Context: an optimization exercise on an open-source flow, tuned for small area and a short achievable clock period. The choices shown serve that exercise and are no tape-out recipe. Function was not checked in any run shown here: the RTL went through the layout flow alone. Power and IR drop assume default switching activity.

### flow/design.v
module tod_core #(parameter TIME_WIDTH_SUB_NS=20, TIME_WIDTH_NS=32, TIME_WIDTH_SEC=48) (
    input clk,
    input rst_n,
    input set_init_time,  
    input set_offset_time,  
    input plus_offset_time,  
    input wire [TIME_WIDTH_SUB_NS-1:0] init_time_sub_ns,
    input wire [TIME_WIDTH_NS-1:0] init_time_ns,
    input wire [TIME_WIDTH_SEC-1:0] init_time_sec,
    input wire [TIME_WIDTH_SUB_NS-1:0] offset_time_sub_ns,
    input wire [TIME_WIDTH_NS-1:0] offset_time_ns,  
    input wire [TIME_WIDTH_SUB_NS-1:0] incr_time_sub_ns,
    input wire [TIME_WIDTH_NS-1:0] incr_time_ns,
    output reg [TIME_WIDTH_SUB_NS-1:0] time_sub_ns,
    output reg [TIME_WIDTH_NS-1:0] time_ns,
    output reg [TIME_WIDTH_SEC-1:0] time_sec
);
localparam W = TIME_WIDTH_SUB_NS + TIME_WIDTH_NS;    
localparam LW = TIME_WIDTH_SUB_NS + 9;                 
localparam HW = W - LW;                                
localparam [HW-1:0] KP = 23'd1953125;                  
localparam [HW-1:0] KM = -23'd1953125;
wire minus = set_offset_time & ~plus_offset_time;
wire [W-1:0] a = {time_ns, time_sub_ns};
wire [W-1:0] b = {incr_time_ns, incr_time_sub_ns};
wire [W-1:0] c = {W{set_offset_time}} & ({offset_time_ns, offset_time_sub_ns} ^ {W{minus}});
wire [W-1:0] x = a ^ b ^ c;
wire [W-1:0] y = {(a[W-2:0] & b[W-2:0]) | (a[W-2:0] & c[W-2:0]) | (b[W-2:0] & c[W-2:0]), 1'b0};
wire [LW-1:0] lo;
wire c9;
tod_add_lo u_lo (.a(x[LW-1:0]), .b(y[LW-1:0]), .cin(minus), .s(lo), .cout(c9));
wire [HW-1:0] xu = x[W-1:LW];
wire [HW-1:0] yu = y[W-1:LW];
wire [HW-1:0] xp = xu ^ yu ^ KP;
wire [HW-1:0] yp = {(xu[HW-2:0] & yu[HW-2:0]) | (xu[HW-2:0] & KP[HW-2:0]) | (yu[HW-2:0] & KP[HW-2:0]), 1'b0};
wire [HW-1:0] xm = xu ^ yu ^ KM;
wire [HW-1:0] ym = {(xu[HW-2:0] & yu[HW-2:0]) | (xu[HW-2:0] & KM[HW-2:0]) | (yu[HW-2:0] & KM[HW-2:0]), 1'b0};
wire [HW-1:0] u0, up, um;
wire co0, cop, com;
tod_add_hi u_h0 (.a(xu), .b(yu), .cin(c9), .s(u0), .cout(co0));
tod_add_hi u_hp (.a(xp), .b(yp), .cin(c9), .s(up), .cout(cop));
tod_add_hi u_hm (.a(xm), .b(ym), .cin(c9), .s(um), .cout(com));
wire sec_dec = u0[HW-1];                  
wire sec_adv = ~um[HW-1] & ~sec_dec;      
wire [HW-1:0] ns_hi = sec_dec ? up : (sec_adv ? um : u0);
wire [TIME_WIDTH_SEC-1:0] ones, zeros;
assign ones[0] = 1'b1;
assign zeros[0] = 1'b1;
genvar k;
generate for (k = 1; k < TIME_WIDTH_SEC; k = k + 1) begin : g_pre
    assign ones[k] = ones[k-1] & time_sec[k-1];
    assign zeros[k] = zeros[k-1] & ~time_sec[k-1];
end endgenerate
wire [TIME_WIDTH_SEC-1:0] sec_nxt = time_sec ^ (({TIME_WIDTH_SEC{sec_adv}} & ones) | ({TIME_WIDTH_SEC{sec_dec}} & zeros));
always @(posedge clk or negedge rst_n) begin
    if (!rst_n) begin
        time_sub_ns <= {TIME_WIDTH_SUB_NS{1'b0}};
        time_ns <= {TIME_WIDTH_NS{1'b0}};
        time_sec <= {TIME_WIDTH_SEC{1'b0}};
    end
    else if (set_init_time) begin
        time_sub_ns <= init_time_sub_ns;
        time_ns <= init_time_ns;
        time_sec <= init_time_sec;
    end
    else begin
        time_sub_ns <= lo[TIME_WIDTH_SUB_NS-1:0];
        time_ns <= {ns_hi, lo[LW-1:TIME_WIDTH_SUB_NS]};
        time_sec <= sec_nxt;
    end
end
endmodule
module tod_add_lo (input [28:0] a, input [28:0] b, input cin, output [28:0] s, output cout);
wire [29:0] g0 = {a & b, cin};
wire [29:0] p0 = {a ^ b, 1'b0};
wire g1_1 = g0[1] | (p0[1] & g0[0]);
wire p1_1 = p0[1] & p0[0];
wire g1_3 = g0[3] | (p0[3] & g0[2]);
wire p1_3 = p0[3] & p0[2];
wire g1_5 = g0[5] | (p0[5] & g0[4]);
wire p1_5 = p0[5] & p0[4];
wire g1_7 = g0[7] | (p0[7] & g0[6]);
wire p1_7 = p0[7] & p0[6];
wire g1_9 = g0[9] | (p0[9] & g0[8]);
wire p1_9 = p0[9] & p0[8];
wire g1_11 = g0[11] | (p0[11] & g0[10]);
wire p1_11 = p0[11] & p0[10];
wire g1_13 = g0[13] | (p0[13] & g0[12]);
wire p1_13 = p0[13] & p0[12];
wire g1_15 = g0[15] | (p0[15] & g0[14]);
wire p1_15 = p0[15] & p0[14];
wire g1_17 = g0[17] | (p0[17] & g0[16]);
wire p1_17 = p0[17] & p0[16];
wire g1_19 = g0[19] | (p0[19] & g0[18]);
wire p1_19 = p0[19] & p0[18];
wire g1_21 = g0[21] | (p0[21] & g0[20]);
wire p1_21 = p0[21] & p0[20];
wire g1_23 = g0[23] | (p0[23] & g0[22]);
wire p1_23 = p0[23] & p0[22];
wire g1_25 = g0[25] | (p0[25] & g0[24]);
wire p1_25 = p0[25] & p0[24];
wire g1_27 = g0[27] | (p0[27] & g0[26]);
wire p1_27 = p0[27] & p0[26];
wire g1_29 = g0[29] | (p0[29] & g0[28]);
wire p1_29 = p0[29] & p0[28];
wire g2_3 = g1_3 | (p1_3 & g1_1);
wire p2_3 = p1_3 & p1_1;
wire g2_7 = g1_7 | (p1_7 & g1_5);
wire p2_7 = p1_7 & p1_5;
wire g2_11 = g1_11 | (p1_11 & g1_9);
wire p2_11 = p1_11 & p1_9;
wire g2_15 = g1_15 | (p1_15 & g1_13);
wire p2_15 = p1_15 & p1_13;
wire g2_19 = g1_19 | (p1_19 & g1_17);
wire p2_19 = p1_19 & p1_17;
wire g2_23 = g1_23 | (p1_23 & g1_21);
wire p2_23 = p1_23 & p1_21;
wire g2_27 = g1_27 | (p1_27 & g1_25);
wire p2_27 = p1_27 & p1_25;
wire g3_7 = g2_7 | (p2_7 & g2_3);
wire p3_7 = p2_7 & p2_3;
wire g3_15 = g2_15 | (p2_15 & g2_11);
wire p3_15 = p2_15 & p2_11;
wire g3_23 = g2_23 | (p2_23 & g2_19);
wire p3_23 = p2_23 & p2_19;
wire g4_15 = g3_15 | (p3_15 & g3_7);
wire p4_15 = p3_15 & p3_7;
wire g5_23 = g3_23 | (p3_23 & g4_15);
wire p5_23 = p3_23 & p4_15;
wire g6_11 = g2_11 | (p2_11 & g3_7);
wire p6_11 = p2_11 & p3_7;
wire g6_19 = g2_19 | (p2_19 & g4_15);
wire p6_19 = p2_19 & p4_15;
wire g6_27 = g2_27 | (p2_27 & g5_23);
wire p6_27 = p2_27 & p5_23;
wire g7_5 = g1_5 | (p1_5 & g2_3);
wire p7_5 = p1_5 & p2_3;
wire g7_9 = g1_9 | (p1_9 & g3_7);
wire p7_9 = p1_9 & p3_7;
wire g7_13 = g1_13 | (p1_13 & g6_11);
wire p7_13 = p1_13 & p6_11;
wire g7_17 = g1_17 | (p1_17 & g4_15);
wire p7_17 = p1_17 & p4_15;
wire g7_21 = g1_21 | (p1_21 & g6_19);
wire p7_21 = p1_21 & p6_19;
wire g7_25 = g1_25 | (p1_25 & g5_23);
wire p7_25 = p1_25 & p5_23;
wire g7_29 = g1_29 | (p1_29 & g6_27);
wire p7_29 = p1_29 & p6_27;
wire g8_2 = g0[2] | (p0[2] & g1_1);
wire p8_2 = p0[2] & p1_1;
wire g8_4 = g0[4] | (p0[4] & g2_3);
wire p8_4 = p0[4] & p2_3;
wire g8_6 = g0[6] | (p0[6] & g7_5);
wire p8_6 = p0[6] & p7_5;
wire g8_8 = g0[8] | (p0[8] & g3_7);
wire p8_8 = p0[8] & p3_7;
wire g8_10 = g0[10] | (p0[10] & g7_9);
wire p8_10 = p0[10] & p7_9;
wire g8_12 = g0[12] | (p0[12] & g6_11);
wire p8_12 = p0[12] & p6_11;
wire g8_14 = g0[14] | (p0[14] & g7_13);
wire p8_14 = p0[14] & p7_13;
wire g8_16 = g0[16] | (p0[16] & g4_15);
wire p8_16 = p0[16] & p4_15;
wire g8_18 = g0[18] | (p0[18] & g7_17);
wire p8_18 = p0[18] & p7_17;
wire g8_20 = g0[20] | (p0[20] & g6_19);
wire p8_20 = p0[20] & p6_19;
wire g8_22 = g0[22] | (p0[22] & g7_21);
wire p8_22 = p0[22] & p7_21;
wire g8_24 = g0[24] | (p0[24] & g5_23);
wire p8_24 = p0[24] & p5_23;
wire g8_26 = g0[26] | (p0[26] & g7_25);
wire p8_26 = p0[26] & p7_25;
wire g8_28 = g0[28] | (p0[28] & g6_27);
wire p8_28 = p0[28] & p6_27;
wire [29:0] cy;
assign cy[0] = g0[0];
assign cy[1] = g1_1;
assign cy[2] = g8_2;
assign cy[3] = g2_3;
assign cy[4] = g8_4;
assign cy[5] = g7_5;
assign cy[6] = g8_6;
assign cy[7] = g3_7;
assign cy[8] = g8_8;
assign cy[9] = g7_9;
assign cy[10] = g8_10;
assign cy[11] = g6_11;
assign cy[12] = g8_12;
assign cy[13] = g7_13;
assign cy[14] = g8_14;
assign cy[15] = g4_15;
assign cy[16] = g8_16;
assign cy[17] = g7_17;
assign cy[18] = g8_18;
assign cy[19] = g6_19;
assign cy[20] = g8_20;
assign cy[21] = g7_21;
assign cy[22] = g8_22;
assign cy[23] = g5_23;
assign cy[24] = g8_24;
assign cy[25] = g7_25;
assign cy[26] = g8_26;
assign cy[27] = g6_27;
assign cy[28] = g8_28;
assign cy[29] = g7_29;
assign s = p0[29:1] ^ cy[28:0];
assign cout = cy[29];
endmodule
module tod_add_hi (input [22:0] a, input [22:0] b, input cin, output [22:0] s, output cout);
wire [22:0] g0 = a & b;
wire [22:0] p0 = a ^ b;
wire g1_1 = g0[1] | (p0[1] & g0[0]);
wire p1_1 = p0[1] & p0[0];
wire g1_3 = g0[3] | (p0[3] & g0[2]);
wire p1_3 = p0[3] & p0[2];
wire g1_5 = g0[5] | (p0[5] & g0[4]);
wire p1_5 = p0[5] & p0[4];
wire g1_7 = g0[7] | (p0[7] & g0[6]);
wire p1_7 = p0[7] & p0[6];
wire g1_9 = g0[9] | (p0[9] & g0[8]);
wire p1_9 = p0[9] & p0[8];
wire g1_11 = g0[11] | (p0[11] & g0[10]);
wire p1_11 = p0[11] & p0[10];
wire g1_13 = g0[13] | (p0[13] & g0[12]);
wire p1_13 = p0[13] & p0[12];
wire g1_15 = g0[15] | (p0[15] & g0[14]);
wire p1_15 = p0[15] & p0[14];
wire g1_17 = g0[17] | (p0[17] & g0[16]);
wire p1_17 = p0[17] & p0[16];
wire g1_19 = g0[19] | (p0[19] & g0[18]);
wire p1_19 = p0[19] & p0[18];
wire g1_21 = g0[21] | (p0[21] & g0[20]);
wire p1_21 = p0[21] & p0[20];
wire g2_2 = g0[2] | (p0[2] & g1_1);
wire p2_2 = p0[2] & p1_1;
wire g2_3 = g1_3 | (p1_3 & g1_1);
wire p2_3 = p1_3 & p1_1;
wire g2_6 = g0[6] | (p0[6] & g1_5);
wire p2_6 = p0[6] & p1_5;
wire g2_7 = g1_7 | (p1_7 & g1_5);
wire p2_7 = p1_7 & p1_5;
wire g2_10 = g0[10] | (p0[10] & g1_9);
wire p2_10 = p0[10] & p1_9;
wire g2_11 = g1_11 | (p1_11 & g1_9);
wire p2_11 = p1_11 & p1_9;
wire g2_14 = g0[14] | (p0[14] & g1_13);
wire p2_14 = p0[14] & p1_13;
wire g2_15 = g1_15 | (p1_15 & g1_13);
wire p2_15 = p1_15 & p1_13;
wire g2_18 = g0[18] | (p0[18] & g1_17);
wire p2_18 = p0[18] & p1_17;
wire g2_19 = g1_19 | (p1_19 & g1_17);
wire p2_19 = p1_19 & p1_17;
wire g2_22 = g0[22] | (p0[22] & g1_21);
wire p2_22 = p0[22] & p1_21;
wire g3_4 = g0[4] | (p0[4] & g2_3);
wire p3_4 = p0[4] & p2_3;
wire g3_5 = g1_5 | (p1_5 & g2_3);
wire p3_5 = p1_5 & p2_3;
wire g3_6 = g2_6 | (p2_6 & g2_3);
wire p3_6 = p2_6 & p2_3;
wire g3_7 = g2_7 | (p2_7 & g2_3);
wire p3_7 = p2_7 & p2_3;
wire g3_12 = g0[12] | (p0[12] & g2_11);
wire p3_12 = p0[12] & p2_11;
wire g3_13 = g1_13 | (p1_13 & g2_11);
wire p3_13 = p1_13 & p2_11;
wire g3_14 = g2_14 | (p2_14 & g2_11);
wire p3_14 = p2_14 & p2_11;
wire g3_15 = g2_15 | (p2_15 & g2_11);
wire p3_15 = p2_15 & p2_11;
wire g3_20 = g0[20] | (p0[20] & g2_19);
wire p3_20 = p0[20] & p2_19;
wire g3_21 = g1_21 | (p1_21 & g2_19);
wire p3_21 = p1_21 & p2_19;
wire g3_22 = g2_22 | (p2_22 & g2_19);
wire p3_22 = p2_22 & p2_19;
wire g4_8 = g0[8] | (p0[8] & g3_7);
wire p4_8 = p0[8] & p3_7;
wire g4_9 = g1_9 | (p1_9 & g3_7);
wire p4_9 = p1_9 & p3_7;
wire g4_10 = g2_10 | (p2_10 & g3_7);
wire p4_10 = p2_10 & p3_7;
wire g4_11 = g2_11 | (p2_11 & g3_7);
wire p4_11 = p2_11 & p3_7;
wire g4_12 = g3_12 | (p3_12 & g3_7);
wire p4_12 = p3_12 & p3_7;
wire g4_13 = g3_13 | (p3_13 & g3_7);
wire p4_13 = p3_13 & p3_7;
wire g4_14 = g3_14 | (p3_14 & g3_7);
wire p4_14 = p3_14 & p3_7;
wire g4_15 = g3_15 | (p3_15 & g3_7);
wire p4_15 = p3_15 & p3_7;
wire g5_16 = g0[16] | (p0[16] & g4_15);
wire p5_16 = p0[16] & p4_15;
wire g5_17 = g1_17 | (p1_17 & g4_15);
wire p5_17 = p1_17 & p4_15;
wire g5_18 = g2_18 | (p2_18 & g4_15);
wire p5_18 = p2_18 & p4_15;
wire g5_19 = g2_19 | (p2_19 & g4_15);
wire p5_19 = p2_19 & p4_15;
wire g5_20 = g3_20 | (p3_20 & g4_15);
wire p5_20 = p3_20 & p4_15;
wire g5_21 = g3_21 | (p3_21 & g4_15);
wire p5_21 = p3_21 & p4_15;
wire g5_22 = g3_22 | (p3_22 & g4_15);
wire p5_22 = p3_22 & p4_15;
wire [23:0] cy;
assign cy[0] = cin;
assign cy[1] = g0[0] | (p0[0] & cin);
assign cy[2] = g1_1 | (p1_1 & cin);
assign cy[3] = g2_2 | (p2_2 & cin);
assign cy[4] = g2_3 | (p2_3 & cin);
assign cy[5] = g3_4 | (p3_4 & cin);
assign cy[6] = g3_5 | (p3_5 & cin);
assign cy[7] = g3_6 | (p3_6 & cin);
assign cy[8] = g3_7 | (p3_7 & cin);
assign cy[9] = g4_8 | (p4_8 & cin);
assign cy[10] = g4_9 | (p4_9 & cin);
assign cy[11] = g4_10 | (p4_10 & cin);
assign cy[12] = g4_11 | (p4_11 & cin);
assign cy[13] = g4_12 | (p4_12 & cin);
assign cy[14] = g4_13 | (p4_13 & cin);
assign cy[15] = g4_14 | (p4_14 & cin);
assign cy[16] = g4_15 | (p4_15 & cin);
assign cy[17] = g5_16 | (p5_16 & cin);
assign cy[18] = g5_17 | (p5_17 & cin);
assign cy[19] = g5_18 | (p5_18 & cin);
assign cy[20] = g5_19 | (p5_19 & cin);
assign cy[21] = g5_20 | (p5_20 & cin);
assign cy[22] = g5_21 | (p5_21 & cin);
assign cy[23] = g5_22 | (p5_22 & cin);
assign s = p0 ^ cy[22:0];
assign cout = cy[23];
endmodule
### flow/flow/run.sh
#!/bin/bash
# The standard layout (standard.sh), with three changes to how it is made:
# - synthesis maps all logic with flow/abc.script, an area-oriented ABC script (see flow/synth.tcl);
# - the port buffers use the smallest buffer cell instead of buffer_ports' default;
# - repair_timing works towards a setup slack of 10 ns at the design's clock period.
# The output of every step goes to standard.log here (ORFS's own per-step logs stay in orfs/logs).
set -euo pipefail
export FLOW_ABC_SCRIPT=$PWD/flow/abc.script
bash standard.sh SYNTH_SCRIPT=$PWD/flow/synth.tcl "BUFFER_PORTS_ARGS=-buffer_cell sky130_fd_sc_hd__buf_1" SETUP_SLACK_MARGIN=10 finish > standard.log 2>&1
### flow/flow/abc.script
&get -n
&st
&dch
&nf
&st
&syn2
&if -g -K 6
&synch2
&nf
&st
&syn2
&if -g -K 6
&synch2
&nf
&st
&syn2
&if -g -K 6
&synch2
&nf
&st
&syn2
&if -g -K 6
&synch2
&nf
&st
&syn2
&if -g -K 6
&synch2
&nf
&put
buffer -c
topo
stime -c
upsize -c
dnsize -c
### flow/flow/synth.tcl
# synth_recipe.tcl (the standard synthesis) with two changes: ABC maps with
# flow/abc.script in place of ORFS's abc_speed.script, and full and half adders
# are not extracted into fa/ha cells first (ABC maps that logic with the rest).
# Everything else, including the register names and cells, is as in the
# standard synthesis.
proc synth {args} { yosys synth -nofsm -noshare {*}$args }
proc extract_fa {args} { }
proc abc {args} {
  set i [lsearch -exact $args -script]
  if { $i >= 0 } {
    set args [lreplace $args [expr {$i + 1}] [expr {$i + 1}] $::env(FLOW_ABC_SCRIPT)]
  }
  yosys abc {*}$args
}
source $::env(SCRIPTS_DIR)/synth.tcl
# left out here: clear keep_hierarchy, flatten, clean up, hide names made inside functions, write 1_2_yosys.v
### flow/standard.sh
#!/bin/bash
# synth_recipe.tcl (not shown) runs the flow's synth.tcl, then flattens the netlist and writes it again
# the make line also repeats each setting of config.mk as NAME=value (left out here)
make -C /OpenROAD-flow-scripts/flow DESIGN_CONFIG=/design/flow/config.mk WORK_HOME=/design/flow/orfs CLKGATE_MAP_FILE= SYNTH_SCRIPT=/design/flow/synth_recipe.tcl "${@:-finish}"
### flow/config.mk
export PLATFORM = sky130hd
export DESIGN_NAME = tod_core
export DESIGN_NICKNAME = tod_core
export VERILOG_FILES = /design/flow/design.v
export SDC_FILE = /design/flow/constraint.sdc
export NUM_CORES = 4
export LEC_CHECK = 0
export CAP_MARGIN = 20
export CORE_MARGIN = 2
export CORE_UTILIZATION = 40
export SLEW_MARGIN = 20
### flow/constraint.sdc
create_clock -name core_clock -period 18.0 [get_ports {clk}]
set_input_delay 3.6000 -clock core_clock [delete_from_list [all_inputs] [get_ports {clk}]]
set_output_delay 3.6000 -clock core_clock [all_outputs]
set_load 0.01 [all_outputs]
==> notes.md, run 1 <==
The worst setup path is launched from a primary input. The worst hold path was traced through 2 stages. From synthesis to final layout, the design area changed by 23.6%. The share of post-route cells with drive strength above 1 came out at between 10% and 20%. The number of placed instances, taps included, is roughly 2.8k. Fill cells in the final layout number around 3.7k.

The portion of total power attributed to sequential cells is between 10% and 20%. The area of the die came out at approximately 39000 um2. CTS built an H-tree with a depth of 3. The global route total overflow is 0.

The wire length on met1 is 24700 um. The headroom to the max-slew limit came out at approximately 11%. The final-layout setup total negative slack came out at 0 ns. The run finished with no timing, DRC or antenna violations. The standard-cell row count came out at 70. In this design, the stage delay of the slowest critical-path cell is around 0.63 ns. Per report_power, the combinational group accounts for a little over four fifths of the total.

In this run the cell area of the synthesized design comes to 14900 um2. The proportion of synthesized chip area in sequential cells came out at between 10% and 20%. The worst IR drop on VDD came out at ~0.24 mV. The clock period could shrink to between 7 and 8 ns. The synthesized-area fraction occupied by ao, oa, aoi and oai cells came out at around 30%.

For the worst setup path, the data arrival time is about 8.3 ns. Summing all flip-flop and latch instances after layout gives 2500 um2. The CTS tree is done. The number of detailed-route iterations in the first pass came out at 6. The average wire length per cell after detail routing came out at between 20 and 25 um. The met3 layer wire length in the routed design is ~4600 um. The routed wire length on met2 is between 20000 and 30000 um. The power per cell area is between 200 and 250 nW/um2. The post-layout worst setup margin is ~10 ns. The initial antenna violation count is 3. By area, the combinational part of the netlist is dominated by compound AO/OA/AOI/OAI gates. The cell count after synthesis is 2097. The post-route clock period utilization is ~44%. The vertical extent of the die came out at slightly below 200 um. The total wire length is a little under 60000 um. The number of non-filler instances in the completed layout is around 2.9k.

The endpoint required time on the critical path is about 18 ns. The synthesis warning total is 1. The top-level I/O count is roughly 310.

Detailed placement finished with a half-perimeter wire length of around 40000 um. The final layout contains between 2k and 3k nets. Cell internal power was estimated by the tool at ~1.8 mW. The power share of the clock group came out at 5.3%. The TritonCTS buffer count came out at 9. For the final database, setup skew stands at roughly 0.008 ns.

The number of pins with negative max-slew slack in the final report is 0. The critical path is of the in -> reg type. The overall global routing resource usage is between 20% and 30%. The switching share of total power came out at approximately 56%. The highest metal layer carrying signal wires in the routed design is met5. The starting density of the core came out at between 40% and 50%.

Buffers placed on the I/O ports in this run total 308. In the synthesized netlist the dominant register cell turns out to be sky130_fd_sc_hd__dfrtp_1. The post-CTS clock slew at the launch and capture registers of the worst setup and hold paths is 0.09 ns. The endpoint identified for the worst register-to-register timing path is time_ns[11]. The routed via count came out at approximately 17k.

The internal reg-to-reg setup slack is between 10 and 15 ns. The number of cells on the worst reg-to-reg path is 17. The power dissipated by switching net loads is approximately 2.3 mW. The number of flops mapped to enable cells by yosys came out at 0. The area share of and/or/nand/nor cells after synthesis is about 28%. The wire length of the first global-routing pass is 86500 um.

On the critical path, the stage with the largest delay is an instance of sky130_fd_sc_hd__o41a_4. In the layout the commonest cells are sky130_fd_sc_hd__buf_1 (304), sky130_fd_sc_hd__nand2_1 (293), sky130_fd_sc_hd__nor2_1 (186). The number of flip-flops and latches in the synthesized netlist came out at 100. The post-synthesis share of cell area spent on full adders, half adders and majority gates came out at 2.12%. The standby leakage power came out at just under 7 nW. The worst register-to-register path begins at time_ns[4]. Setup repair after global routing could not meet its margin everywhere. The fmax is roughly 130 MHz. The last weighted congestion value of the routability-driven placer is around 0.93. The startpoint identified for the worst hold timing path is time_sec[16]. The final count of negative-setup-slack endpoints came out at 0. The path type of the worst min-delay path is reg -> reg. The pin count of the biggest net entering global routing is 78. The signal on the critical path passes through buf_16 > buf_16 > xor2_4 > or3_1 > and2_1 > xnor2_2 > a2111oi_4 > o211ai_1 > a31oi_2 > o31ai_4 > o221ai_4 > a21oi_4 > o41a_4 > xnor2_4 > buf_12 > nand2_4 > a41oi_2 > xnor2_2 > mux2_4. The cell family contributing the most delay on the critical path is compound AO/OA/AOI/OAI gates. The number of global-route vias before repair came to 16.0k.

Along the worst path, the maximum fanout reaches 6. The remaining antenna violation count is 0. STA classifies the critical path endpoint as a flip-flop. In this run, the number of DRC markers left after iteration 0 of detailed routing was around 1.7k. The number of maximum-capacitance constraint violations is 0.

The transition time at the pin with the least slew margin came out at ~1.3 ns. For this design, the sink count on the clock tree is 100. The total buffers and inverters traversed by the critical path came out at 3. The combined area of the multi-input logic cells came out at between 10000 and 15000 um2.

The xor-xnor portion of the synthesized cell area is 16.1%. The path with the worst hold slack has its endpoint at time_sec[16]. The core outline area came out at ~37000 um2.

The most common cell after layout, fill and taps aside is sky130_fd_sc_hd__buf_1. The portion of synthesized area spent on multiplexers is under 10%. Synthesis produced a netlist with a net count of 2306.

The die outline width came out at slightly below 200 um. OpenSTA, run right after detailed placement, puts the worst setup slack at between 7 and 8 ns. The root buffer cell chosen for the clock tree is sky130_fd_sc_hd__clkbuf_16. The async set-reset flop share out of synthesis came out at 100%. The count of cell types in the netlist came out at roughly 110. The final hold violation count is 0. The insertion delay to the later sink of the worst-skew pair came out at just under 0.4 ns.

The maximum clock path buffer count is 2. The number of remaining DRC errors is 0. Dividing the detail-routed via count by the number of cells gives 6.04. The synthesized area divided by synthesized cell count is roughly 7.1 um2.
-- state kept, by name (all words and copies together) (netlist names) --
signal	flops
time_ns	32
time_sec	48
time_sub_ns	20
-- cell type report --
class / count / area share (%)
Tap cell: 468 / 3.19
Sequential cell: 100 / 13.6
Clock inverter: 6 / 0.348
Clock buffer: 10 / 1.30
Timing Repair Buffer: 380 / 11.0
Multi-Input combinational cell: 1872 / 69.8
Inverter: 31 / 0.675
Antenna cell: 2 / 0.0273
-- power by group through the flow --
stage / Combinational, mW / Sequential, mW / Clock [mW]
final: 3.48 / 0.420 / 0.219
after CTS: 3.06 / 0.417 / 0.224
after detailed placement: 2.78 / 0.421 / 0
after global placement: 2.76 / 0.419 / 0
after floorplan: 2.10 / 0.419 / 0
after global routing: 3.73 / 0.435 / 0.232
-- repair_timing --
action	in CTS	in global routing
hold buffers	0	0
setup endpoints to repair	71	67
gates cloned	7	6
setup buffers	19	33
gates resized for setup	76	136
pin swaps	19	53
-- synthesized netlist by cell type, drive strengths merged, types with 8 or more instances --
cell type / instances / area share (%)
o21bai: 9 / 0.45
a21boi: 8 / 0.45
dfrtp: 100 / 17
o21a: 21 / 1.1
a31o: 15 / 0.88
o2111ai: 9 / 0.53
maj3: 31 / 2.1
buf: 43 / 1.9
o21ai: 203 / 6.9
xor2: 82 / 4.9
a211oi: 16 / 0.91
and3: 33 / 1.4
a21o: 16 / 0.81
a21oi: 117 / 4.0
nor4: 19 / 0.80
o22ai: 20 / 0.84
mux2: 12 / 0.91
xnor2: 184 / 11
nor2: 190 / 4.8
nand4: 24 / 1.0
nor3: 64 / 2.3
or4: 8 / 0.40
inv: 31 / 0.78
o31ai: 19 / 1.1
and2: 55 / 2.3
a221oi: 14 / 0.91
a31oi: 42 / 1.9
or2: 40 / 1.7
nand3: 64 / 2.2
a22oi: 16 / 0.81
or3: 22 / 0.93
nand2: 304 / 7.7
a32oi: 8 / 0.47
o211ai: 25 / 1.3
nand2b: 18 / 0.76
mux2i: 23 / 1.5
a22o: 8 / 0.47
clkbuf: 55 / 1.4
-- worst max path at each step --
stage	cells after the start	to	startpoint
2_1_floorplan	18	time_sec[30]	plus_offset_time
3_3_place_gp	18	time_ns[25]	plus_offset_time
3_5_place_dp	18	time_ns[25]	plus_offset_time
4_1_cts	18	time_ns[30]	set_offset_time
5_1_grt	20	time_sec[37]	plus_offset_time
6_report	19	time_ns[11]	plus_offset_time
-- stage by stage --
stage	total power [mW]	utilization [%]	hold slack (ns)	cell area (um2)
2_1_floorplan	2.52	-	0.620	14900
3_3_place_gp	3.17	44.3	0.601	16200
3_5_place_dp	3.20	44.3	0.620	16200
4_1_cts	3.70	47.2	0.638	17300
5_1_grt	4.40	50.1	0.658	18400
6_report	4.12	50.1	0.629	18400
-- worst min-delay path, delay by kind of cell (launching register included) --
kind	cells	cell delay, ns
compound gates	1	0.10
flops	1	0.41
xor+xnor	1	0.08
-- layer usage --
| layer | up-vias | global-route usage [%] |
|---|---|---|
| met3 | 91 | 4.04 |
| met5 | - | 0 |
| met4 | 2 | 10.3 |
| met1 | 8195 | 37.7 |
| met2 | 748 | 45.7 |
| li1 | 8295 | - |
-- cells by family (layout without fill, tap and decap cells) --
group	count (synthesis)	in the layout
multiplexers	35	35
AND/OR/NAND/NOR	878	879
adder cells (fa/ha/maj)	31	31
XOR/XNOR	267	269
other	0	2
buffers and inverters	129	427
flip-flops	100	100
AO/OA/AOI/OAI	657	658
==> run 2: changes to the inputs <==
--- a/flow/design.v
+++ b/flow/design.v
@@ -48,8 +48,8 @@
 assign zeros[0] = 1'b1;
 genvar k;
 generate for (k = 1; k < TIME_WIDTH_SEC; k = k + 1) begin : g_pre
-    assign ones[k] = ones[k-1] & time_sec[k-1];
-    assign zeros[k] = zeros[k-1] & ~time_sec[k-1];
+    assign ones[k] = &time_sec[k-1:0];
+    assign zeros[k] = ~|time_sec[k-1:0];
 end endgenerate
 wire [TIME_WIDTH_SEC-1:0] sec_nxt = time_sec ^ (({TIME_WIDTH_SEC{sec_adv}} & ones) | ({TIME_WIDTH_SEC{sec_dec}} & zeros));
 always @(posedge clk or negedge rst_n) begin
==> flow/flow/abc.script (replaced) <==
&get -n
&st
&dch
&nf -a
&put
==> notes.md, run 2 <==
The top-level I/O count came to 309 (unchanged). The mapped cell area came out at 11800 um2 (-21%). The core outline area came out at 28900 um2 (-21%). The transition time at the pin with the least slew margin came out at 1.03 ns (-0.293 ns). The overall global routing resource usage came out at 26.2% (-1.9 points). For this run, the leading register cell type out of synthesis is sky130_fd_sc_hd__dfrtp_1.

The setup slack at placement was 7.62 ns (-0.353 ns). The most numerous cell in the Yosys netlist is sky130_fd_sc_hd__xnor2_1. The wire length of the first global-routing pass is 65200 um (-25%). The number of H-tree levels is 3 (unchanged). The TritonCTS buffer count came out at 9 (unchanged).

The maximum clock path buffer count is 2 (unchanged). The cell count along the critical path is 19 (unchanged). Ranked by instance count, the synthesized netlist is headed by sky130_fd_sc_hd__xnor2_1 (200), sky130_fd_sc_hd__nand2_1 (170), sky130_fd_sc_hd__o21ai_0 (132). The final-layout setup total negative slack is 0 ns (unchanged). The maximum single-stage delay on the critical path is 0.51 ns (-0.12 ns). The synthesized area divided by synthesized cell count is 7.43 um2 (+5.0%). The most numerous cell type found on the critical path is sky130_fd_sc_hd__buf_12. The post-placement cell count came out at 2290 (-18%). The endpoint required time on the critical path came out at 18.26 ns (-0.02 ns). The final-layout worst hold slack is 0.602 ns (-0.0274 ns). The slowest stage of the critical path belongs to the cell sky130_fd_sc_hd__or4_1. Ranked by total cell area, the synthesized netlist is headed by sky130_fd_sc_hd__dfrtp_1 (21%), sky130_fd_sc_hd__xnor2_1 (15%), sky130_fd_sc_hd__xor2_1 (5.9%). Relative to the synthesized area, the layout overhead comes to 26.0%. The kind of critical path is in -> reg. The post-layout worst setup margin was 10.20 ns (+0.171 ns). The cell sitting at the root of the clock tree is a sky130_fd_sc_hd__clkbuf_16. The net count reported at finish came to 2151 (-17%). The fmax came out at 128 MHz (+2.2%). More flip-flops sit in one register than any other, and that register is time_sec. The standby leakage power came out at 5.13 nW (-24%). The cell taking the most area after synthesis is sky130_fd_sc_hd__dfrtp_1. The path type of the worst min-delay path is reg -> reg. The count of cell types in the netlist is 54 (-51%).

The library cells used most frequently in the layout, excluding fill and tap cells, are sky130_fd_sc_hd__buf_1 (304), sky130_fd_sc_hd__xnor2_1 (181), sky130_fd_sc_hd__nand2_1 (165). The portion of synthesized cell area occupied by the leading cell type came out at 21.2% (+4.4 points). The most common cell after layout, fill and taps aside is sky130_fd_sc_hd__buf_1. The number of flip-flops under the largest register name is 48 (unchanged).

The final count of negative-setup-slack endpoints was 0 (unchanged). The largest driver fanout on the critical path is 52 (+46). The vertical extent of the die was 176 um (-11%). The die outline width came out at 176 um (-11%). The largest registers in the layout are time_sec: 48 flops, time_ns: 32 flops, time_sub_ns: 20 flops. The overall power after layout is 3.58 mW (-13%).

The total buffers and inverters traversed by the critical path came out at 4 (+1). The share of post-route cells with drive strength above 1 came out at 6.73% (-7.2 points). The total wire length is 41900 um (-28%). The number of detailed-route iterations in the first pass is 6 (unchanged). The pin count of the biggest net entering global routing is 80 (+2.6%). The final hold violation count is 0 (unchanged). The total nets after synthesis was 1796 (-22%). The post-route clock skew is 0.0142 ns (+0.00618 ns).

The number of flip-flops and latches in the synthesized netlist is 100 (unchanged). Setup repair after global routing left no endpoint under its margin. The number of remaining DRC errors came to 0 (unchanged).

The type of origin of the critical path is a primary input. The cell count after synthesis is 1587 (-24%). The number of flops mapped to enable cells by yosys came out at 0 (unchanged). The share of the core filled with cells in the final layout is 51.5% (+1.4 points).

The path depth of the worst reg2reg path is 15 (-2). The average wire length per cell after detail routing came out at 18.0 um (-11%). The worst setup path is captured at a flip-flop. The number of hold buffers added after cts came out at 0 (unchanged). The total half-perimeter wirelength after legalization and detailed placement is 29400 um (-27%). The global route total overflow came out at 0 (unchanged). The placed cell area is 13700 um2 (-15%).

The number of pins with negative max-slew slack in the final report was 0 (unchanged). The headroom to the max-slew limit came to 30.7% (+19 points). The routed via count came to 13.3k (-23%). TritonCTS built the clock tree.

The proportion of synthesized chip area in sequential cells came out at 21.2% (+4.4 points). The number of maximum-capacitance constraint violations is 0 (unchanged). The worst IR drop on VDD is 0.157 mV (-34%). The run finished with no timing, DRC or antenna violations. The starting density of the core came out at 40.9% (+0.32 points). The average via count per standard cell came out at 5.71 (-5.4%). The clock sink total was 100 (unchanged). The async set-reset flop share out of synthesis came out at 100% (unchanged). The number of port buffers is 308 (unchanged). The final standard cell area without fillers came out at 14900 um2 (-19%). The last weighted congestion value of the routability-driven placer is 0.902 (-2.5%).

Traced cell by cell, the critical path runs through clkbuf_16 > buf_16 > xnor2_2 > and3_1 > nor3_2 > maj3_1 > a31oi_1 > o21ai_2 > a311o_2 > a311o_1 > a211oi_4 > o31a_4 > o21ai_4 > xnor2_4 > buf_12 > buf_12 > or4_1 > a31o_1 > o22a_1. The area of the die came out at 30900 um2 (-20%). The clock period minus final worst setup slack is 7.80 ns (-0.171 ns). The worst hold path stage count is 2 (unchanged).

The power per cell area came out at 241 nW/um2 (+7.2%). The initial antenna violation count came to 7 (+4). The endpoint arrival time on the critical path came out at 8.07 ns (-0.18 ns). The synthesis warning total is 1 (unchanged). The number of global-route vias before repair is 12.6k (-21%). The remaining antenna violation count came out at 0 (unchanged).

The number of non-filler instances in the completed layout came to 2332 (-19%). The insertion delay to the later sink of the worst-skew pair came out at 0.37 ns (-0.02 ns). The standard-cell row count came out at 62 (-11%). The post-CTS clock slew at the launch and capture registers of the worst setup and hold paths came out at 0.08 ns (about the same). The number of DRC markers after the initial detailed-route iteration came out at 833 (-51%). Among cell families on the critical path, the largest total delay comes from compound AO/OA/AOI/OAI gates.

The post-route clock period utilization came to 43.4% (-0.95 points).
run 2: cell count changes in the layout (fill, tap and decap cells not counted), sizes merged, moves of 21 or more:
cell    previous run  this run
inv               34         2
nand2            304       170
buf              374       335
nor2             190       131
clkinv             2        23
o21ai            203       132
o22a               5        34
mux2i             23         0
run 2: cell families after synthesis:
group	count (synthesis)	synth area share, %
XOR/XNOR	279	20.7
flip-flops	100	21.2
AND/OR/NAND/NOR	659	27.8
multiplexers	2	0.191
AO/OA/AOI/OAI	506	27.9
buffers and inverters	24	0.764
adder cells (fa/ha/maj)	17	1.44
run 2: worst paths after layout:
path | startpoint | slack (ns) | to
max in group asynchronous | rst_n | 13.41 | time_sec[35]
max | plus_offset_time | 10.20 | time_sec[18]
min | time_sec[19] | 0.60 | time_sec[19]
max reg2reg | time_sec[1] | 11.02 | time_sec[45]
min in group asynchronous | rst_n | 3.23 | time_sub_ns[3]
min reg2reg | time_sec[19] | 0.60 | time_sec[19]
run 2: area by class of cell:
type,instances,area [um2]
Clock inverter,5,83.8
Timing Repair Buffer,344,1740
Tap cell,384,480
Inverter,24,95.1
Fill cell,2991,14000
Antenna cell,1,2.50
Multi-Input combinational cell,1463,9730
Clock buffer,11,233
Sequential cell,100,2500
run 2: worst register-to-register path: stages (launching register included):
cell	delay, ns
sky130_fd_sc_hd__dfrtp_1	0.50
sky130_fd_sc_hd__or4_1	0.63
sky130_fd_sc_hd__or4_1	0.44
sky130_fd_sc_hd__or2_0	0.34
sky130_fd_sc_hd__or4_1	0.56
sky130_fd_sc_hd__or3_1	0.42
sky130_fd_sc_hd__nand2b_1	0.22
sky130_fd_sc_hd__or4_1	0.46
sky130_fd_sc_hd__or3_1	0.41
sky130_fd_sc_hd__or4b_1	0.57
sky130_fd_sc_hd__or4_1	0.61
sky130_fd_sc_hd__or4_1	0.62
sky130_fd_sc_hd__or3_1	0.40
sky130_fd_sc_hd__or3_1	0.34
sky130_fd_sc_hd__a31o_1	0.22
sky130_fd_sc_hd__o22a_1	0.15
run 2: what timing repair did:
action	in CTS	in global routing
setup buffers	11	8
setup endpoints to repair	71	71
gates resized for setup	57	49
pin swaps	9	11
cloned	5	1
run 2: report_power, final:
group	total, mW	internal [mW]	switching [mW]
combinational	2.97	1.20	1.77
clock	0.222	0.123	0.0994
sequential	0.393	0.303	0.0901
run 2: metal layers:
| metal | wire, um | GRT usage, % | vias up |
|---|---|---|---|
| li1 | - | - | 6581 |
| met1 | 18400 | 34.4 | 6236 |
| met2 | 19100 | 43.5 | 441 |
| met3 | 3650 | 6.65 | 56 |
| met4 | 639 | 5.17 | 12 |
| met5 | 85 | 0 | - |
==> run 3: changes to the inputs <==
--- a/flow/design.v
+++ b/flow/design.v
@@ -48,8 +48,8 @@
 assign zeros[0] = 1'b1;
 genvar k;
 generate for (k = 1; k < TIME_WIDTH_SEC; k = k + 1) begin : g_pre
-    assign ones[k] = &time_sec[k-1:0];
-    assign zeros[k] = ~|time_sec[k-1:0];
+    assign ones[k] = ones[k-1] & time_sec[k-1];
+    assign zeros[k] = zeros[k-1] & ~time_sec[k-1];
 end endgenerate
 wire [TIME_WIDTH_SEC-1:0] sec_nxt = time_sec ^ (({TIME_WIDTH_SEC{sec_adv}} & ones) | ({TIME_WIDTH_SEC{sec_dec}} & zeros));
 always @(posedge clk or negedge rst_n) begin
--- a/flow/config.mk
+++ b/flow/config.mk
@@ -7,5 +7,6 @@
 export LEC_CHECK = 0
 export CAP_MARGIN = 20
 export CORE_MARGIN = 2
-export CORE_UTILIZATION = 40
+export CORE_UTILIZATION = 55
+export CTS_BUF_LIST = sky130_fd_sc_hd__clkbuf_4 sky130_fd_sc_hd__clkbuf_8
 export SLEW_MARGIN = 20
==> notes.md, run 3 <==
The fmax is 130 MHz (+1.5%). The wire length of the first global-routing pass came to 53600 um (-18%). Setup repair after global routing left no endpoint under its margin.

The tree is rooted in a sky130_fd_sc_hd__clkbuf_8. The last weighted congestion value of the routability-driven placer came to 0.910 (+0.84%). The path depth of the worst reg2reg path is 18 (+3). The final count of negative-setup-slack endpoints came out at 0 (unchanged). TritonCTS built the clock tree.

The number of H-tree levels is 3 (unchanged). The synthesized design spends more area on one cell type than any other, namely sky130_fd_sc_hd__dfrtp_1. The most critical setup path has its startpoint at set_offset_time.

The standby leakage power is 4.79 nW (-6.7%). The largest driver fanout on the critical path came out at 42 (-19%). The maximum clock path buffer count is 2 (unchanged). The power share of the combinational group came out at 80.9% (-1.9 points). The total half-perimeter wirelength after legalization and detailed placement was 24200 um (-18%). The net count reported at finish is 2037 (-5.3%). The synthesized area divided by synthesized cell count came out at 7.34 um2 (-1.3%).

The async set-reset flop share out of synthesis is 100% (unchanged). The post-CTS clock slew at the launch and capture registers of the worst setup and hold paths is 0.11 ns (+0.03 ns). The number of fill cells in the layout was 1810 (-39%). Counting flops per register, the top entry is time_sec. By area the synthesized netlist is led by sky130_fd_sc_hd__dfrtp_1 (23%), sky130_fd_sc_hd__xnor2_1 (19%), sky130_fd_sc_hd__xor2_1 (8.3%). The global route total overflow came out at 0 (unchanged).

The number of remaining DRC errors came out at 0 (unchanged). The worst IR drop on VDD came to 0.241 mV (+54%). The top-level I/O count is 309 (unchanged). The number of maximum-capacitance constraint violations is 0 (unchanged). The cell-internal power came out at 1.33 mW (-18%).

The internal reg-to-reg setup slack was 12.32 ns (+1.30 ns). The starting density of the core is 56.2% (+15 points). The portion of netlist area occupied by mux cells came out at 0.0915% (-0.099 points). The xor-xnor portion of the synthesized cell area was 27.0% (+6.3 points). The switching share of total power came out at 55.1% (+0.49 points).

The overall power after layout is 2.96 mW (-17%). The number of DRC markers after the initial detailed-route iteration came out at 667 (-20%). The mapped cell area is 10900 um2 (-7.3%). The transition time at the pin with the least slew margin came to 1.05 ns (+0.0173 ns). The number of global-route vias before repair is 11.1k (-12%). The number of flip-flops and latches in the synthesized netlist came out at 100 (unchanged). The most common cell after layout, fill and taps aside is sky130_fd_sc_hd__buf_1. The worst setup path is launched from a primary input.

The total inserted antenna cells came out at 0 (-1). The endpoint required time on the critical path came out at 18.24 ns (-0.02 ns). The TritonCTS buffer count came out at 9 (unchanged). The clock period minus final worst setup slack came out at 7.69 ns (-0.117 ns). The critical path is of the in -> reg type. The post-route clock skew is 0.0174 ns (+0.00320 ns). In this run the critical register-to-register path is launched from time_sec[0]. The routed via count is 11.8k (-12%). The endpoint arrival time on the critical path came to 7.93 ns (-0.14 ns).

The headroom to the max-slew limit came out at 29.5% (-1.2 points). The core outline area came to 19500 um2 (-33%). The insertion delay to the later sink of the worst-skew pair is 0.40 ns (+0.03 ns). The area share of and/or/nand/nor cells after synthesis was 25.5% (-2.3 points). The post-synthesis share of cell area spent on full adders, half adders and majority gates is 1.01% (-0.44 points). The storage element area came out at 2500 um2 (unchanged).

The post-route clock period utilization came to 42.7% (-0.65 points). The top cell types in the final layout, fill and taps aside, are sky130_fd_sc_hd__buf_1 (304), sky130_fd_sc_hd__xnor2_1 (230), sky130_fd_sc_hd__nand2_1 (224). The commonest cells after synthesis are sky130_fd_sc_hd__xnor2_1 (233), sky130_fd_sc_hd__nand2_1 (225), sky130_fd_sc_hd__nor2_1 (164).

The portion of synthesized cell area occupied by the leading cell type came to 22.9% (+1.7 points). The worst hold path belongs to the class reg -> reg. The number of detailed-route iterations in the first pass is 5 (-1).

The remaining antenna violation count is 0 (unchanged). The proportion of synthesized chip area in sequential cells came to 22.9% (+1.7 points). The power share of the clock group is 5.8% (-0.4 points).

Relative to the synthesized area, the layout overhead comes to 19.3%. The combined area of the multi-input logic cells came to 8460 um2 (-13%). The pin count of the biggest net entering global routing came to 100 (+25%). The endpoint identified for the worst register-to-register timing path is time_sec[47]. The number of flops mapped to enable cells by yosys came to 0 (unchanged). The overall global routing resource usage is 30.7% (+4.5 points).

The final hold violation count is 0 (unchanged). The final-layout setup total negative slack came to 0 ns (unchanged). The average wire length per cell after detail routing is 15.8 um (-12%). The count of cell types in the netlist came to 55 (+1.9%). The synthesized-area fraction occupied by ao, oa, aoi and oai cells is 22.3% (-5.6 points). The synthesis warning total came out at 1 (unchanged).

The clock sink total is 100 (unchanged). The power per cell area came out at 227 nW/um2 (-5.7%). The average via count per standard cell was 5.61 (-1.9%). The standard-cell row count is 51 (-18%). The power dissipated by switching net loads was 1.63 mW (-17%). By area, the combinational part of the netlist is dominated by XOR/XNOR gates. The initial antenna violation count is 0 (-7). The share of post-route cells with drive strength above 1 is 3.22% (-3.5 points). The cell count after synthesis was 1491 (-6.0%).

Among all cell types in the netlist, the one instantiated most often is sky130_fd_sc_hd__xnor2_1. Among all flip-flop cells after synthesis, the most frequent one is sky130_fd_sc_hd__dfrtp_1. Following the worst setup path forward leads to its endpoint at time_sec[38]. The vertical extent of the die is 145 um (-17%). The number of port buffers is 308 (unchanged).

The portion of total power attributed to sequential cells is 13.3% (+2.3 points). The die outline width came out at 145 um (-17%). The area of the die came out at 21000 um2 (-32%). The total nets after synthesis is 1700 (-5.3%). The largest registers in the layout are time_sec: 48 flops, time_ns: 32 flops, time_sub_ns: 20 flops.

The critical path endpoint category is a flip-flop. The run finished with no timing, DRC or antenna violations. The total wire length came out at 33200 um (-21%). The number of flip-flops under the largest register name came out at 48 (unchanged). The number of pins with negative max-slew slack in the final report is 0 (unchanged).
[run 3: cell types whose count changed after synthesis, sizes merged, moves of 25 or more]
cell,delta
nand2,+55
a21oi,-26
xor2,+25
a31o,-27
nor2,+33
xnor2,+33
o22a,-25
nor3,-38
[run 3: what timing repair did]
item / 4_1_cts / 5_1_grt
gates resized for setup: 22 / 20
gates cloned: 2 / 1
buffers inserted: 5 / 2
endpoints found under the setup margin: 71 / 69
pin swaps: 3 / 2
hold buffers: 0 / 0
hold endpoints to repair: 0 / 0
[run 3: worst min path at each step]
stage                       startpoint           end  slack, ns  cells past startpoint
after floorplan           time_sec[47]  time_sec[47]       0.61                      2
after global placement    time_sec[47]  time_sec[47]       0.57                      2
after detailed placement  time_sec[47]  time_sec[47]       0.58                      2
after CTS                 time_sec[47]  time_sec[47]       0.62                      2
after global routing      time_sec[47]  time_sec[47]       0.66                      2
final                     time_sec[47]  time_sec[47]       0.61                      2
[run 3: metrics by stage]
step	worst slack (ns)	std cells	utilization, %	cell area [um2]	hold WS [ns]
finish	10.31	2098	67.0	13000	0.610
CTS	10.01	2095	66.5	13000	0.615
global route	10.02	2098	67.0	13000	0.655
floorplan	10.09	1491	-	11000	0.611
detailed placement	7.97	2072	64.5	12600	0.583
global placement	8.20	2072	64.5	12600	0.571
[run 3: power by group through the flow]
stage	sequential (mW)	combinational, mW	clock [mW]
after global placement	0.395	2.23	0
after detailed placement	0.397	2.25	0
after floorplan	0.419	1.67	0
after CTS	0.393	2.35	0.177
final	0.394	2.40	0.172
after global routing	0.407	2.63	0.182
[run 3: kinds of logic (layout without fill, tap and decap cells)]
group / Yosys count / after routing
AND/OR/NAND/NOR: 604 / 605
adder cells (fa/ha/maj): 11 / 11
AO/OA/AOI/OAI: 402 / 402
multiplexers: 1 / 1
buffers and inverters: 36 / 377
XOR/XNOR: 337 / 337
flip-flops: 100 / 100
[run 3: metal layers]
layer  vias up  part of all wire, %  global-route usage [%]
li1       5895                    -                       -
met1      5433                   43                    39.6
met2       398                   47                    52.7
met3        41                  7.6                    5.19
met4         0                  2.0                    8.96
met5         -                    0                       0
[run 3: cell type report]
class | count | share of cell area (%)
Multi-Input combinational cell | 1356 | 64.8
Tap cell | 265 | 2.54
Sequential cell | 100 | 19.2
Clock inverter | 7 | 0.758
Inverter | 36 | 1.06
Clock buffer | 9 | 0.950
Timing Repair Buffer | 325 | 10.7
[run 3: worst max-delay path: stages]
cell                       delay (ns)
sky130_fd_sc_hd__clkbuf_2        0.21
sky130_fd_sc_hd__buf_12          0.22
sky130_fd_sc_hd__nand2_1         0.10
sky130_fd_sc_hd__xnor2_1         0.25
sky130_fd_sc_hd__xor2_1          0.38
sky130_fd_sc_hd__o31a_1          0.21
sky130_fd_sc_hd__nor3_1          0.06
sky130_fd_sc_hd__a2111o_1        0.37
sky130_fd_sc_hd__a31o_2          0.27
sky130_fd_sc_hd__a31o_2          0.26
sky130_fd_sc_hd__a31oi_4         0.26
sky130_fd_sc_hd__o21a_2          0.26
sky130_fd_sc_hd__o21ai_4         0.12
sky130_fd_sc_hd__xnor2_4         0.21
sky130_fd_sc_hd__buf_8           0.27
sky130_fd_sc_hd__or3_1           0.42
sky130_fd_sc_hd__o21ai_0         0.21
sky130_fd_sc_hd__xnor2_1         0.14
sky130_fd_sc_hd__o21ai_0         0.08
==> run 4: changes to the inputs <==
--- a/flow/config.mk
+++ b/flow/config.mk
@@ -9,4 +9,5 @@
 export CORE_MARGIN = 2
 export CORE_UTILIZATION = 55
 export CTS_BUF_LIST = sky130_fd_sc_hd__clkbuf_4 sky130_fd_sc_hd__clkbuf_8
+export PLACE_DENSITY = 0.75
 export SLEW_MARGIN = 20
==> notes.md, run 4 <==
The run finished with no timing, DRC or antenna violations. The post-CTS clock slew at the launch and capture registers of the worst setup and hold paths is 0.11 ns (about the same). The number of detailed-route iterations in the first pass is 6 (+1). The vertical extent of the die is 145 um (unchanged). The portion of netlist area occupied by mux cells is 0.0915% (unchanged).

The routed via count came to 12.0k (+1.7%). Ranked by instance count, the synthesized netlist is headed by sky130_fd_sc_hd__xnor2_1 (233), sky130_fd_sc_hd__nand2_1 (225), sky130_fd_sc_hd__nor2_1 (164). The most common cell after layout, fill and taps aside is sky130_fd_sc_hd__buf_1.

The headroom to the max-slew limit is 34.1% (+4.5 points). The standby leakage power came to 4.78 nW (-0.16%). The post-layout worst setup margin came out at 10.25 ns (-0.0626 ns).

The TritonCTS buffer count came to 9 (unchanged). The switching share of total power was 55.3% (+0.11 points). The transition time at the pin with the least slew margin came out at 0.989 ns (-0.0605 ns). The number of DRC markers after the initial detailed-route iteration was 743 (+11%). The synthesized area divided by synthesized cell count is 7.34 um2 (unchanged).

Setup repair after global routing left no endpoint under its margin. The setup slack at placement came to 8.20 ns (+0.226 ns). The proportion of synthesized chip area in sequential cells is 22.9% (unchanged). In the post-synthesis netlist, the biggest area contributors are sky130_fd_sc_hd__dfrtp_1 (23%), sky130_fd_sc_hd__xnor2_1 (19%), sky130_fd_sc_hd__xor2_1 (8.3%). The number of maximum-capacitance constraint violations is 0 (unchanged).

The standard-cell row count came out at 51 (unchanged). The placed cell area is 12600 um2 (about the same). The core outline area is 19500 um2 (unchanged). The post-placement cell count is 2073 (+0.048%). The area of the die came out at 21000 um2 (unchanged). The critical path endpoint category is a flip-flop. The cell count after synthesis is 1491 (unchanged).

The most numerous cell type found on the critical path is sky130_fd_sc_hd__xnor2_1. The initial antenna violation count came to 1 (+1). The path depth of the worst reg2reg path came out at 18 (unchanged). The CTS tree is done. The global route total overflow is 0 (unchanged). The total nets after synthesis is 1700 (unchanged). The average wire length per cell after detail routing was 16.4 um (+3.5%). The total inserted antenna cells is 0 (unchanged). The largest driver fanout on the critical path came out at 21 (-50%). The number of fill cells in the layout is 1809 (-0.055%). The number of non-filler instances in the completed layout came out at 2098 (unchanged).

The synthesis-to-layout area growth came out at 19.1%. The die outline width came out at 145 um (unchanged). The post-route clock period utilization is 43.1% (+0.35 points). In this run the worst setup path begins at plus_offset_time.

The worst IR drop on VDD was 0.175 mV (-27%). In this run the critical register-to-register path is launched from time_sec[0]. The post-route clock skew came out at 0.0191 ns (+0.00170 ns). STA classifies the critical path startpoint as a primary input. The net count reported at finish is 2038 (+0.049%). The final standard cell area without fillers was 13000 um2 (-0.16%). Ranked by flip-flop count, first place goes to time_sec.

The cell count along the critical path came out at 20 (+1). The post-synthesis share of cell area spent on full adders, half adders and majority gates came out at 1.01% (unchanged). The final count of negative-setup-slack endpoints was 0 (unchanged). The async set-reset flop share out of synthesis is 100% (unchanged). The top cell types in the final layout, fill and taps aside, are sky130_fd_sc_hd__buf_1 (304), sky130_fd_sc_hd__xnor2_1 (230), sky130_fd_sc_hd__nand2_1 (224). The number of port buffers is 308 (unchanged). The clock period minus final worst setup slack came out at 7.75 ns (+0.0626 ns).

The power share of the clock group came out at 5.4% (-0.4 points). The final hold violation count is 0 (unchanged). The mapped cell area came out at 10900 um2 (unchanged). The maximum clock path buffer count came out at 2 (unchanged).

The number of global-route vias before repair is 11.3k (+2.2%). The endpoint arrival time on the critical path is 8.04 ns (+0.11 ns). In the synthesized netlist the dominant register cell turns out to be sky130_fd_sc_hd__dfrtp_1. The endpoint required time on the critical path came out at 18.29 ns (+0.05 ns). The internal reg-to-reg setup slack is 12.46 ns (+0.14 ns).

The critical path in this run is classified as in -> reg. The top-level I/O count is 309 (unchanged). The power share of the combinational group is 81.4% (+0.5 points). The portion of total power attributed to sequential cells is 13.2% (about the same). The combined area of the multi-input logic cells came to 8440 um2 (-0.21%).

The starting density of the core came out at 56.2% (unchanged). The power per cell area came out at 230 nW/um2 (+1.4%). The fmax came out at 129 MHz (-0.81%). The number of flip-flops under the largest register name came out at 48 (unchanged). The portion of synthesized cell area occupied by the leading cell type came out at 22.9% (unchanged). The synthesized-area fraction occupied by ao, oa, aoi and oai cells came out at 22.3% (unchanged).

The largest registers in the layout are time_sec: 48 flops, time_ns: 32 flops, time_sub_ns: 20 flops. The cell taking the most area after synthesis is sky130_fd_sc_hd__dfrtp_1. The storage element area is 2500 um2 (unchanged). The largest individual stage delay along the critical path comes from the cell sky130_fd_sc_hd__a211oi_2. The tightest min-delay check is of the reg -> reg type. The dominant combinational cell family by area after synthesis is XOR/XNOR gates. The insertion delay to the later sink of the worst-skew pair came out at 0.40 ns (about the same). The number of flops mapped to enable cells by yosys came out at 0 (unchanged). The remaining antenna violation count came out at 0 (unchanged). The average via count per standard cell came out at 5.70 (+1.7%). The critical path ends at time_ns[20]. The number of H-tree levels is 3 (unchanged). The overall power after layout is 3.00 mW (+1.2%).

By instance count, the leading cell after synthesis is sky130_fd_sc_hd__xnor2_1. The synthesis warning total came out at 1 (unchanged). On the critical path the largest part of the delay comes from compound AO/OA/AOI/OAI gates. The overall global routing resource usage was 31.7% (+1.0 points).

The cell-internal power is 1.34 mW (+0.94%). The final-layout setup total negative slack is 0 ns (unchanged). The xor-xnor portion of the synthesized cell area came out at 27.0% (unchanged). The total buffers and inverters traversed by the critical path is 2 (-1).

The endpoint identified for the worst register-to-register timing path is time_sec[47]. Traced cell by cell, the critical path runs through buf_12 > buf_16 > xnor2_1 > nand2_1 > xnor2_1 > xor2_2 > o31a_1 > nor3_1 > a2111o_1 > a31o_2 > a31o_2 > a31oi_4 > o21ai_4 > a211oi_2 > nor4_2 > or2_0 > maj3_1 > xnor2_1 > o22ai_1 > o22a_1. The wire length of the first global-routing pass came to 55200 um (+2.9%). The pin count of the biggest net entering global routing is 107 (+7.0%). The last weighted congestion value of the routability-driven placer is 0.949 (+4.3%).

The total wire length came out at 34300 um (+3.5%). The maximum single-stage delay on the critical path is 0.41 ns (about the same). The count of cell types in the netlist is 55 (unchanged). The power dissipated by switching net loads came to 1.66 mW (+1.4%).

The number of flip-flops and latches in the synthesized netlist came to 100 (unchanged). The total half-perimeter wirelength after legalization and detailed placement came to 24900 um (+3.1%). The clock sink total is 100 (unchanged). The share of post-route cells with drive strength above 1 came to 3.11% (-0.11 points).

The number of remaining DRC errors is 0 (unchanged). The area share of and/or/nand/nor cells after synthesis is 25.5% (unchanged). The clock root buffer master is sky130_fd_sc_hd__clkbuf_8. The number of pins with negative max-slew slack in the final report came out at 0 (unchanged).
run 4: power groups by stage:
| stage | registers [mW] | clock network (mW) | logic (mW) |
|---|---|---|---|
| global placement | 0.397 | 0 | 2.21 |
| CTS | 0.395 | 0.164 | 2.33 |
| global route | 0.409 | 0.172 | 2.67 |
| floorplan | 0.419 | 0 | 1.67 |
| finish | 0.397 | 0.161 | 2.44 |
| detailed placement | 0.400 | 0 | 2.24 |
run 4: what timing repair did:
action                     in CTS  in global routing
hold buffers                    0                  0
cloned                          2                  1
setup endpoints to repair      71                 69
setup buffers                   0                  7
gates resized for setup        29                 12
pin swaps                       2                  6
run 4: cells by family (layout without fill, tap and decap cells):
logic type,count (synthesis),in the layout
and+or+nand+nor,604,605
AOI/OAI and AO/OA,402,402
xor gates and xnor gates,337,337
DFF,100,100
buffers and inverters,36,377
adders and majority gates,11,11
muxes,1,1
run 4: per-stage QoR:
step / hold slack (ns) / util [%]
floorplan: 0.611 / -
global placement: 0.570 / 64.5
detailed placement: 0.589 / 64.5
CTS: 0.617 / 66.4
global route: 0.698 / 66.9
finish: 0.613 / 66.9
run 4: worst min path at each step:
stage,endpoint,cells past startpoint,from
2_1_floorplan,time_sec[47],2,time_sec[47]
3_3_place_gp,time_sec[47],2,time_sec[47]
3_5_place_dp,time_sec[47],2,time_sec[47]
4_1_cts,time_sec[47],2,time_sec[47]
5_1_grt,time_sec[13],2,time_sec[13]
6_report,time_sec[47],2,time_sec[47]
run 4: metal layers:
metal / part of all wire [%] / track usage, %
met4: 2.5 / 10.9
met1: 42 / 39.9
met3: 8.4 / 6.35
met2: 47 / 54.2
met5: 0.038 / 0
run 4: cell type report:
type | count | area share (%)
tap | 265 | 2.55
clock inverter | 5 | 0.461
clock buffer | 10 | 1.06
multi-input combinational | 1356 | 64.8
inverter | 36 | 1.04
sequential | 100 | 19.2
timing repair buffer | 326 | 10.9
run 4: worst min-delay path: stages (launching register included):
cell	delay (ns)
sky130_fd_sc_hd__dfrtp_1	0.38
sky130_fd_sc_hd__xor2_1	0.07
sky130_fd_sc_hd__o21ai_0	0.14
==> run 5: changes to the inputs <==
--- a/flow/flow/run.sh
+++ b/flow/flow/run.sh
@@ -6,4 +6,4 @@
 # The output of every step goes to standard.log here (ORFS's own per-step logs stay in orfs/logs).
 set -euo pipefail
 export FLOW_ABC_SCRIPT=$PWD/flow/abc.script
-bash standard.sh SYNTH_SCRIPT=$PWD/flow/synth.tcl "BUFFER_PORTS_ARGS=-buffer_cell sky130_fd_sc_hd__buf_1" SETUP_SLACK_MARGIN=10 finish > standard.log 2>&1
+bash standard.sh SYNTH_SCRIPT=$PWD/flow/synth.tcl "BUFFER_PORTS_ARGS=-buffer_cell sky130_fd_sc_hd__buf_1" SETUP_SLACK_MARGIN=10 "REMOVE_ABC_BUFFERS=1" finish > standard.log 2>&1
--- a/flow/config.mk
+++ b/flow/config.mk
@@ -9,5 +9,4 @@
 export CORE_MARGIN = 2
 export CORE_UTILIZATION = 55
 export CTS_BUF_LIST = sky130_fd_sc_hd__clkbuf_4 sky130_fd_sc_hd__clkbuf_8
-export PLACE_DENSITY = 0.75
 export SLEW_MARGIN = 20
==> notes.md, run 5 <==
The flow ran to the end and the layout has no timing, DRC or antenna violations. The synthesis warning total is 1 (unchanged). The met3 routing resource usage after global routing came out at 6.57% (+0.22 points).

The global-route track usage on met2 came out at 52.4% (-1.8 points). The final-layout worst hold slack came out at 0.609 ns (-0.00443 ns). The critical register-to-register path startpoint is time_sec[0].

The async set-reset flop share out of synthesis is 100% (unchanged). The largest driver fanout on the critical path came out at 14 (-33%). The synthesis-to-layout area growth is 21.6%.

By instance count, the leading cell after synthesis is sky130_fd_sc_hd__xnor2_1. The number of flip-flops under the largest register name is 48 (unchanged). The worst IR drop on VDD is 0.180 mV (+2.7%).

The path depth of the worst reg2reg path came out at 18 (unchanged). The post-synthesis share of cell area spent on full adders, half adders and majority gates is 1.01% (unchanged). The total inserted antenna cells came out at 0 (unchanged). The average wire length per cell after detail routing is 16.5 um (+0.91%). time_sec holds more flip-flops than any other register.

The internal reg-to-reg setup slack is 12.41 ns (-0.05 ns). The worst setup path is launched from a primary input. The pin count of the biggest net entering global routing is 104 (-2.8%). The global route total overflow came out at 0 (unchanged). The headroom to the max-slew limit came to 39.0% (+5.0 points).

The number of detailed-route iterations in the first pass is 6 (unchanged). The portion of netlist area occupied by mux cells came out at 0.0915% (unchanged). The post-route clock skew came to 0.0239 ns (+0.00480 ns). The area of the die came out at 21000 um2 (unchanged).

The number of hold buffers added after cts came out at 0 (unchanged). The post-CTS clock slew at the launch and capture registers of the worst setup and hold paths is 0.11 ns (about the same). The power per cell area came out at 236 nW/um2 (+2.7%).

The mapped cell area is 10900 um2 (unchanged). The clock sink total came to 100 (unchanged). The final count of negative-setup-slack endpoints is 0 (unchanged).

The tree is rooted in a sky130_fd_sc_hd__clkbuf_8. The wire length of the first global-routing pass came out at 54400 um (-1.5%). The final-layout setup total negative slack is 0 ns (unchanged). The number of DRC markers after the initial detailed-route iteration was 754 (+1.5%). The total wire length came out at 34800 um (+1.2%). The TritonCTS buffer count came out at 9 (unchanged). The commonest cells after synthesis are sky130_fd_sc_hd__xnor2_1 (233), sky130_fd_sc_hd__nand2_1 (225), sky130_fd_sc_hd__nor2_1 (164). For this run, the leading register cell type out of synthesis is sky130_fd_sc_hd__dfrtp_1. The maximum single-stage delay on the critical path came out at 0.66 ns (+0.25 ns). The cell count after synthesis came to 1491 (unchanged). The critical hold path startpoint is time_sec[47]. The number of global-route vias before repair came out at 11.2k (-1.1%). The standby leakage power came out at 4.90 nW (+2.6%). The synthesized-area fraction occupied by ao, oa, aoi and oai cells is 22.3% (unchanged). The net count reported at finish is 2044 (+0.29%).

The number of remaining DRC errors came out at 0 (unchanged). In this run the critical register-to-register path is captured at time_sec[47]. The die outline width came out at 145 um (unchanged).

TritonCTS built the clock tree. The share of post-route cells with drive strength above 1 is 4.18% (+1.1 points). The number of flip-flops and latches in the synthesized netlist is 100 (unchanged).

After synthesis, the largest family of logic cells by area is XOR/XNOR gates. The synthesized area divided by synthesized cell count is 7.34 um2 (unchanged). The count of cell types in the netlist came out at 55 (unchanged). The last weighted congestion value of the routability-driven placer was 0.923 (-2.8%). Walking the worst path, the cells encountered are clkbuf_4 > buf_16 > xnor2_1 > nand2_1 > xnor2_2 > xor2_1 > or2_0 > o22ai_1 > a2111o_1 > a31o_2 > a31o_2 > a31oi_4 > o21ai_2 > buf_4 > a21boi_0 > nor2_1 > a21o_1 > xnor2_1 > nor2_1 > o32a_1. The xor-xnor portion of the synthesized cell area is 27.0% (unchanged).

In the post-synthesis netlist, the biggest area contributors are sky130_fd_sc_hd__dfrtp_1 (23%), sky130_fd_sc_hd__xnor2_1 (19%), sky130_fd_sc_hd__xor2_1 (8.3%). The clock period minus final worst setup slack is 7.83 ns (+0.0809 ns). The initial antenna violation count is 0 (-1).

The cell type of the slowest stage on the worst timing path is sky130_fd_sc_hd__a21boi_0. The critical path is of the in -> reg type. For hold timing, the worst endpoint is time_sec[47]. The portion of synthesized cell area occupied by the leading cell type is 22.9% (unchanged).

The overall global routing resource usage is 31.1% (-0.59 points). The number of pins with negative max-slew slack in the final report is 0 (unchanged). The global-route track usage on met1 is 40.4% (+0.52 points). Setup repair after global routing could not meet its margin everywhere.

The number of H-tree levels came out at 3 (unchanged).
==> run 5: cell counts after synthesis <==
No cell type changed its count.
==> run 5: how the worst max path moves through the flow <==
stage | startpoint | endpoint | slack [ns] | depth (start not counted)
floorplan | offset_time_sub_ns[9] | time_sec[26] | 8.48 | 18
global placement | set_offset_time | time_ns[17] | 8.18 | 20
detailed placement | set_offset_time | time_ns[17] | 7.99 | 20
CTS | plus_offset_time | time_sec[26] | 10.00 | 22
global route | plus_offset_time | time_ns[24] | 9.90 | 20
finish | plus_offset_time | time_ns[19] | 10.17 | 20
==> run 5: worst max-delay path: cells and delay by family <==
kind                      cells  cell delay (ns)
and+or+nand+nor               4             0.50
AOI/OAI and AO/OA             9             2.67
buffers and inverters         3             0.57
xor gates and xnor gates      4             0.72
==> run 5: area by class of cell <==
type / count / share of cell area, %
clock inverter: 4 / 0.903
multi-input combinational: 1357 / 64.2
tap: 265 / 2.49
timing repair buffer: 331 / 11.4
sequential: 100 / 18.8
clock buffer: 12 / 1.15
inverter: 36 / 1.05
==> run 5: timing repair <==
item / in CTS / in global routing
gates resized for setup: 30 / 31
pin swaps: 3 / 4
cloned: 3 / 5
setup endpoints to repair: 71 / 69
buffers inserted: 2 / 7
==> run 5: routing by layer <==
metal	part of all wire (%)	up-vias
met4	2.0	0
li1	-	5919
met3	8.9	53
met5	0	-
met2	47	449
met1	43	5467
==> run 5: power breakdown <==
part | switching (mW) | internal, mW | leakage [nW] | total (mW)
combinational | 1.53 | 1.02 | 3.57 | 2.55
clock | 0.0885 | 0.114 | 0.138 | 0.202
sequential | 0.0901 | 0.304 | 1.20 | 0.394
==> run 5: cells by family (layout without fill, tap and decap cells) <==
kind of cell	Yosys count	after routing
AOI/OAI and AO/OA	402	402
muxes	1	1
buffers and inverters	36	383
DFF	100	100
and+or+nand+nor	604	606
adders and majority gates	11	11
xor gates and xnor gates	337	337
==> run 5: stage by stage <==
stage / util (%) / worst slack (ns) / instances / instance area, um2 / power [mW]
after floorplan: - / 8.48 / 1491 / 10900 / 2.06
after global placement: 64.3 / 8.18 / 2072 / 12500 / 2.60
after detailed placement: 64.3 / 7.99 / 2072 / 12500 / 2.62
after CTS: 66.8 / 10.00 / 2093 / 13000 / 2.97
after global routing: 68.3 / 9.90 / 2105 / 13300 / 3.39
final: 68.3 / 10.17 / 2105 / 13300 / 3.14

## separate check: timing with driven ports
How much do the figures lean on ideal ports? The routed layouts below were timed once more, with nothing changed but the port constraints. Step 1 assumes that a clkbuf_16 drives the clock port and a buf_2 every other input. Step 2 times the ports against the registers' clock, not the clock port: input delays grow and output delays shrink by t, the midpoint of the rising clock arrivals with the driver on. a / b / c = no drivers / after step 1 / after step 2; a / b = the first two.
| run | t, ns | slack for setup (ns) |
|---|---|---|
| run 1 | 0.439 | 10.025 / 9.963 / 9.524 |
| run 2 | 0.409 | 10.196 / 10.181 / 9.772 |
| run 3 | 0.432 | 10.313 / 10.326 / 9.893 |
| run 4 | 0.439 | 10.251 / 10.224 / 9.785 |
| run 5 | 0.430 | 10.170 / 10.186 / 9.756 |
After both steps setup and hold are still met in every run listed.
